This is an optimization exercise on Yosys and OpenROAD, whose aim is small area and a short achievable clock period, not a production implementation.
The RTL was checked by simulation tests, not by an equivalence proof against the original design.
No activity file was given, so power comes from the tool's default toggle rates.

== the baseline ==
==> flow/design.v (excerpt) <==
module fc_head #(
    parameter DATA_WIDTH = 16,
    parameter NUM_INPUTS = 1024,
    parameter NUM_OUTPUTS = 4
)(
    input clk,
    input rst,
    input [DATA_WIDTH-1:0] myinput,
    input [DATA_WIDTH*NUM_OUTPUTS-1:0] myweights,
    input myinputValid,
    output [DATA_WIDTH*NUM_OUTPUTS-1:0] softmax_out,
    output softmax_valid,
    output [7:0] led_control,
    output [DATA_WIDTH*NUM_OUTPUTS-1:0] logits
);
clock: 8.0 ns
lec_check: 0
abc_clock_period_in_ps: 1500
cap_margin: 20
core_margin: 2
core_utilization: 40
setup_slack_margin: 5.0
slew_margin: 20
run.sh (not shown) runs the stock make flow with config.mk's settings and CLKGATE_MAP_FILE= SYNTH_SCRIPT=/design/flow/synth_recipe.tcl, a recipe that flattens the netlist after the stock synthesis.
### the baseline -> the candidate
Settings: changing SETUP_SLACK_MARGIN from 5.0 to 4.8; changing SLEW_MARGIN from 20 to 5; changing CAP_MARGIN from 20 to 5; setting CTS_CLUSTER_DIAMETER to 80 for the first time; setting CTS_CLUSTER_SIZE to 30 for the first time.
## What came out
- The candidate against the baseline: weighted congestion reported at the end of routability-driven placement +1.1%; setup slack +14 ps.
- Multi-input logic portion of the cell area (lower): the baseline
- Summary of the candidate over the baseline: via count fell about 5.6%; fraction of met2 tracks used by global routing has decreased; worst hold slack went up by 14 ps; clock skew rose by 16 ps.

========
Starting RTL as in the previous note.
make LEC_CHECK=0 ABC_CLOCK_PERIOD_IN_PS=1500 CAP_MARGIN=20 CORE_MARGIN=2 CORE_UTILIZATION=40 SETUP_SLACK_MARGIN=4.8 SLEW_MARGIN=20 finish   # period 8.0 ns
Rerun with:
--- a/flow/config.mk
+++ b/flow/config.mk
@@ -10,3 +10,3 @@
 export CORE_MARGIN = 2
-export CORE_UTILIZATION = 40
+export CORE_UTILIZATION = 60
 export SETUP_SLACK_MARGIN = 4.8
- non-clock buffer count went down by 5
- synthesized area stays the same
- via count went down by 0.33%
Rerun with:
==> flow/flow/run.sh (new file) <==
#!/bin/bash
cp standard.sh standard_sh_copy.log 2>/dev/null
export SYNTH_ARGS="-noabc"
bash standard.sh > standard.log 2>&1
==> flow/standard.sh (new file) <==
#!/bin/bash
# synth_recipe.tcl (not shown) runs the flow's synth.tcl, then flattens the netlist and writes it again
# the make line also repeats each setting of config.mk as NAME=value (left out here)
make -C /OpenROAD-flow-scripts/flow DESIGN_CONFIG=/design/flow/config.mk WORK_HOME=/design/flow/orfs CLKGATE_MAP_FILE= SYNTH_SCRIPT=/design/flow/synth_recipe.tcl "${@:-finish}"
--- a/flow/config.mk
+++ b/flow/config.mk
@@ -10,3 +10,5 @@
 export CORE_MARGIN = 2
-export CORE_UTILIZATION = 60
+export CORE_UTILIZATION = 40
+export CTS_CLUSTER_DIAMETER = 80
+export CTS_CLUSTER_SIZE = 30
 export SETUP_SLACK_MARGIN = 4.8
removed: flow/run.sh
Die area increases by 43%.
Routed wire length barely changes.
Utilization decreases by 22 points.
Rerun with:
==> flow/run.sh (new file) <==
#!/bin/bash
# synth_recipe.tcl (not shown) runs the flow's synth.tcl, then flattens the netlist and writes it again
# the make line also repeats each setting of config.mk as NAME=value (left out here)
make -C /OpenROAD-flow-scripts/flow DESIGN_CONFIG=/design/flow/config.mk WORK_HOME=/design/flow/orfs CLKGATE_MAP_FILE= SYNTH_SCRIPT=/design/flow/synth_recipe.tcl finish
removed: flow/flow/run.sh
removed: flow/standard.sh
Wire length climbs by a few percent.
Non-clock buffer count drops by 108.
Utilization drops by 2.0 points.
Sequential share of layout area drops by 0.11 points.

========
run A:
fc_head, a different RTL version from the one above (not shown whole).
Size: about 220 I/O pins, roughly 50,000 µm² of cells after synthesis.
export LEC_CHECK = 0
export ABC_AREA = 1
export CAP_MARGIN = 20
export CORE_MARGIN = 2
export CORE_UTILIZATION = 55
export CTS_CLUSTER_DIAMETER = 80
export CTS_CLUSTER_SIZE = 30
export SETUP_SLACK_MARGIN = 4.85
export SLEW_MARGIN = 20
create_clock -name core_clock -period 8.0 [get_ports {clk}]
standard.sh (not shown) runs the stock make flow with config.mk's settings and CLKGATE_MAP_FILE= SYNTH_SCRIPT=/design/flow/synth_recipe.tcl, a recipe that flattens the netlist after the stock synthesis.
==> flow/flow/run.sh <==
#!/bin/bash
export SYNTH_ARGS="-noabc"
bash standard.sh > standard.log 2>&1
Relative to run A, the following input files were edited for run B:
diff --git a/flow/config.mk b/flow/config.mk
--- a/flow/config.mk
+++ b/flow/config.mk
@@ -9,7 +9,7 @@
 export CAP_MARGIN = 20
 export CORE_MARGIN = 2
-export CORE_UTILIZATION = 55
+export CORE_UTILIZATION = 40
 export CTS_CLUSTER_DIAMETER = 80
 export CTS_CLUSTER_SIZE = 30
-export SETUP_SLACK_MARGIN = 4.85
+export SETUP_SLACK_MARGIN = 4.95
 export SLEW_MARGIN = 20
==> run notes <==
Hold slack, run B and run A, higher one = run A. Compared with run A, in run B fraction of standard cell area in multi-input logic down 1.2 points, utilization has decreased, pin slew with the least headroom to its limit now sits lower.
Inputs modified between run B and run C:
diff --git a/flow/config.mk b/flow/config.mk
--- a/flow/config.mk
+++ b/flow/config.mk
@@ -12,4 +12,4 @@
 export CTS_CLUSTER_DIAMETER = 80
 export CTS_CLUSTER_SIZE = 30
-export SETUP_SLACK_MARGIN = 4.95
+export SETUP_SLACK_MARGIN = 4.5
 export SLEW_MARGIN = 20
==> run notes <==
Per the comparison of run C with run B, sequential fraction of total cell area increased 1.7 points; power decreased about 11%; final cycle utilization of the critical path increased 4.2 points.
Modified inputs, run D compared to run C
==> flow/flow/run.sh <==
#!/bin/bash
export SYNTH_ARGS="-noabc"
export BUFFER_PORTS_ARGS="-buffer_cell sky130_fd_sc_hd__buf_1"
bash standard.sh > standard.log 2>&1
diff --git a/flow/config.mk b/flow/config.mk
--- a/flow/config.mk
+++ b/flow/config.mk
@@ -12,4 +12,4 @@
 export CTS_CLUSTER_DIAMETER = 80
 export CTS_CLUSTER_SIZE = 30
-export SETUP_SLACK_MARGIN = 4.5
+export SETUP_SLACK_MARGIN = 4.85
 export SLEW_MARGIN = 20
## What came out
For run C and run D, there was not a single run that failed to finish clean.
| maximum vdd ir drop | run D vs run C | better |
Timing-limited maximum frequency, run C and run D, lower one = run C.
Compared with run C, run D shows power dissipated by switching net loads that has gone up by a little under 10%.
Compared to run C, run D has cell area 1500 µm² higher.
Overall fraction of global-route tracks in use delta (run D -> run C): insignificant
Run C → run D: switching power share of the total rose by 0.45 points; worst slew margin relative to its limit rose by 1.5 points.
Edits applied to the flow inputs when going from run D to run E:
==> flow/run.sh (new file) <==
#!/bin/bash
# synth_recipe.tcl (not shown) runs the flow's synth.tcl, then flattens the netlist and writes it again
# the make line also repeats each setting of config.mk as NAME=value (left out here)
make -C /OpenROAD-flow-scripts/flow DESIGN_CONFIG=/design/flow/config.mk WORK_HOME=/design/flow/orfs CLKGATE_MAP_FILE= SYNTH_SCRIPT=/design/flow/synth_recipe.tcl finish
diff --git a/flow/config.mk b/flow/config.mk
--- a/flow/config.mk
+++ b/flow/config.mk
@@ -12,4 +12,4 @@
 export CTS_CLUSTER_DIAMETER = 80
 export CTS_CLUSTER_SIZE = 30
-export SETUP_SLACK_MARGIN = 4.85
+export SETUP_SLACK_MARGIN = 4.5
 export SLEW_MARGIN = 20
removed: flow/flow/run.sh
removed: flow/standard.sh
Findings:
Run E has die boundary width above what run D had.
Run E reached the end of the flow, and the finished layout is clean on the timing, DRC and antenna checks.
Run E vs. run D: core utilization dropped 0.93 points, flip-flop and latch share of the layout cell area -0.48 points.
diff inputs: run E => run F
==> flow/flow/run.sh (new file) <==
#!/bin/bash
export SYNTH_ARGS="-noabc"
bash standard.sh > standard.log 2>&1
==> flow/standard.sh (new file) <==
#!/bin/bash
# synth_recipe.tcl (not shown) runs the flow's synth.tcl, then flattens the netlist and writes it again
# the make line also repeats each setting of config.mk as NAME=value (left out here)
make -C /OpenROAD-flow-scripts/flow DESIGN_CONFIG=/design/flow/config.mk WORK_HOME=/design/flow/orfs CLKGATE_MAP_FILE= SYNTH_SCRIPT=/design/flow/synth_recipe.tcl "${@:-finish}"
diff --git a/flow/config.mk b/flow/config.mk
--- a/flow/config.mk
+++ b/flow/config.mk
@@ -12,4 +12,4 @@
 export CTS_CLUSTER_DIAMETER = 80
 export CTS_CLUSTER_SIZE = 30
-export SETUP_SLACK_MARGIN = 4.5
+export SETUP_SLACK_MARGIN = 4.75
 export SLEW_MARGIN = 20
removed: flow/run.sh
### Flow results
Of run F and run E, it is run F that has the lower met2 wire length. Delta (run F minus run E): setup slack has increased; final area has decreased. Run F vs. run E: detailed-route wire length per cell increased by about 3% relative to the old numbers; global routing met3 resource utilization decreased by 0.30 points relative to the old numbers. Compared with run E, run F shows a lower violation count after the first detailed-routing iteration. Between run F and run E, the multi-input combinational cell area figures differ only marginally. In the route summary, run F ends up with a via count below that of run E. For run F, the source of the critical timing path was weights[28], unlike run E, where it was b_neg[4]. Between run F and run E, the peak fanout along the critical path is higher for run E. Diff run E -> run F | synthesized area divided by synthesized cell count | increase of about 3.5%. | effective utilization at floorplan | run F vs run E | ≈ equal |.

afterwards: timing with drivers on the ports:
How much do the figures lean on ideal ports? The routed layouts below were timed once more, with nothing changed but the port constraints. Step 1, drivers: a clkbuf_16 drives clk and a buf_2 each remaining input, both assumed. Step 2 times the ports against the registers' clock, not the clock port: input delays grow and output delays shrink by t, the midpoint of the rising clock arrivals with the driver on. a / b / c = ideal ports / drivers / drivers and shift; a / b = the first two.
| run | t, ns | slack for setup (ns) | worst hold slack (ns) | clock arrival spread, ns | slew at the worst register clock pin (ns) |
|---|---|---|---|---|---|
| the baseline | 0.778 | 4.827 / 4.827 / 4.600 | 0.427 / 0.427 / 0.427 | 0.038 / 0.038 | 0.07 / 0.07 |
| the candidate | 0.764 | 4.841 / 4.799 / 4.609 | 0.441 / 0.441 / 0.441 | 0.049 / 0.049 | 0.11 / 0.11 |
| the first run of note 2 | 0.773 | 4.823 / 4.751 / 4.596 | 0.430 / 0.430 / 0.430 | 0.018 / 0.018 | 0.07 / 0.07 |
| the second run of note 2 | 0.742 | 4.817 / 4.780 / 4.605 | 0.448 / 0.448 / 0.448 | 0.027 / 0.027 | 0.07 / 0.07 |
| the third run of note 2 | 0.746 | 4.104 / 4.104 / 4.104 | 0.437 / 0.437 / 0.437 | 0.043 / 0.043 | 0.11 / 0.11 |
| the fourth run of note 2 | 0.760 | 4.830 / 4.783 / 4.597 | 0.428 / 0.428 / 0.428 | 0.058 / 0.058 | 0.11 / 0.11 |
| run A | 0.693 | 4.705 / 4.705 / 4.553 | 0.400 / 0.400 / 0.400 | 0.043 / 0.043 | 0.11 / 0.11 |
| run B | 0.728 | 4.839 / 4.839 / 4.430 | 0.390 / 0.390 / 0.390 | 0.043 / 0.043 | 0.12 / 0.12 |
| run C | 0.720 | 4.501 / 4.427 / 4.506 | 0.408 / 0.408 / 0.408 | 0.033 / 0.032 | 0.11 / 0.11 |
| run D | 0.722 | 4.846 / 4.776 / 4.763 | 0.404 / 0.404 / 0.404 | 0.050 / 0.049 | 0.11 / 0.11 |
| run E | 0.748 | 4.536 / 4.492 / 3.966 | 0.408 / 0.408 / 0.408 | 0.060 / 0.061 | 0.11 / 0.11 |
| run F | 0.728 | 4.790 / 4.738 / 4.217 | 0.407 / 0.407 / 0.407 | 0.036 / 0.037 | 0.11 / 0.11 |
After both steps every run listed still meets setup and hold. The setup slack of run F, which loses most, moves by -0.052 ns with the drivers and by -0.573 ns with both steps.
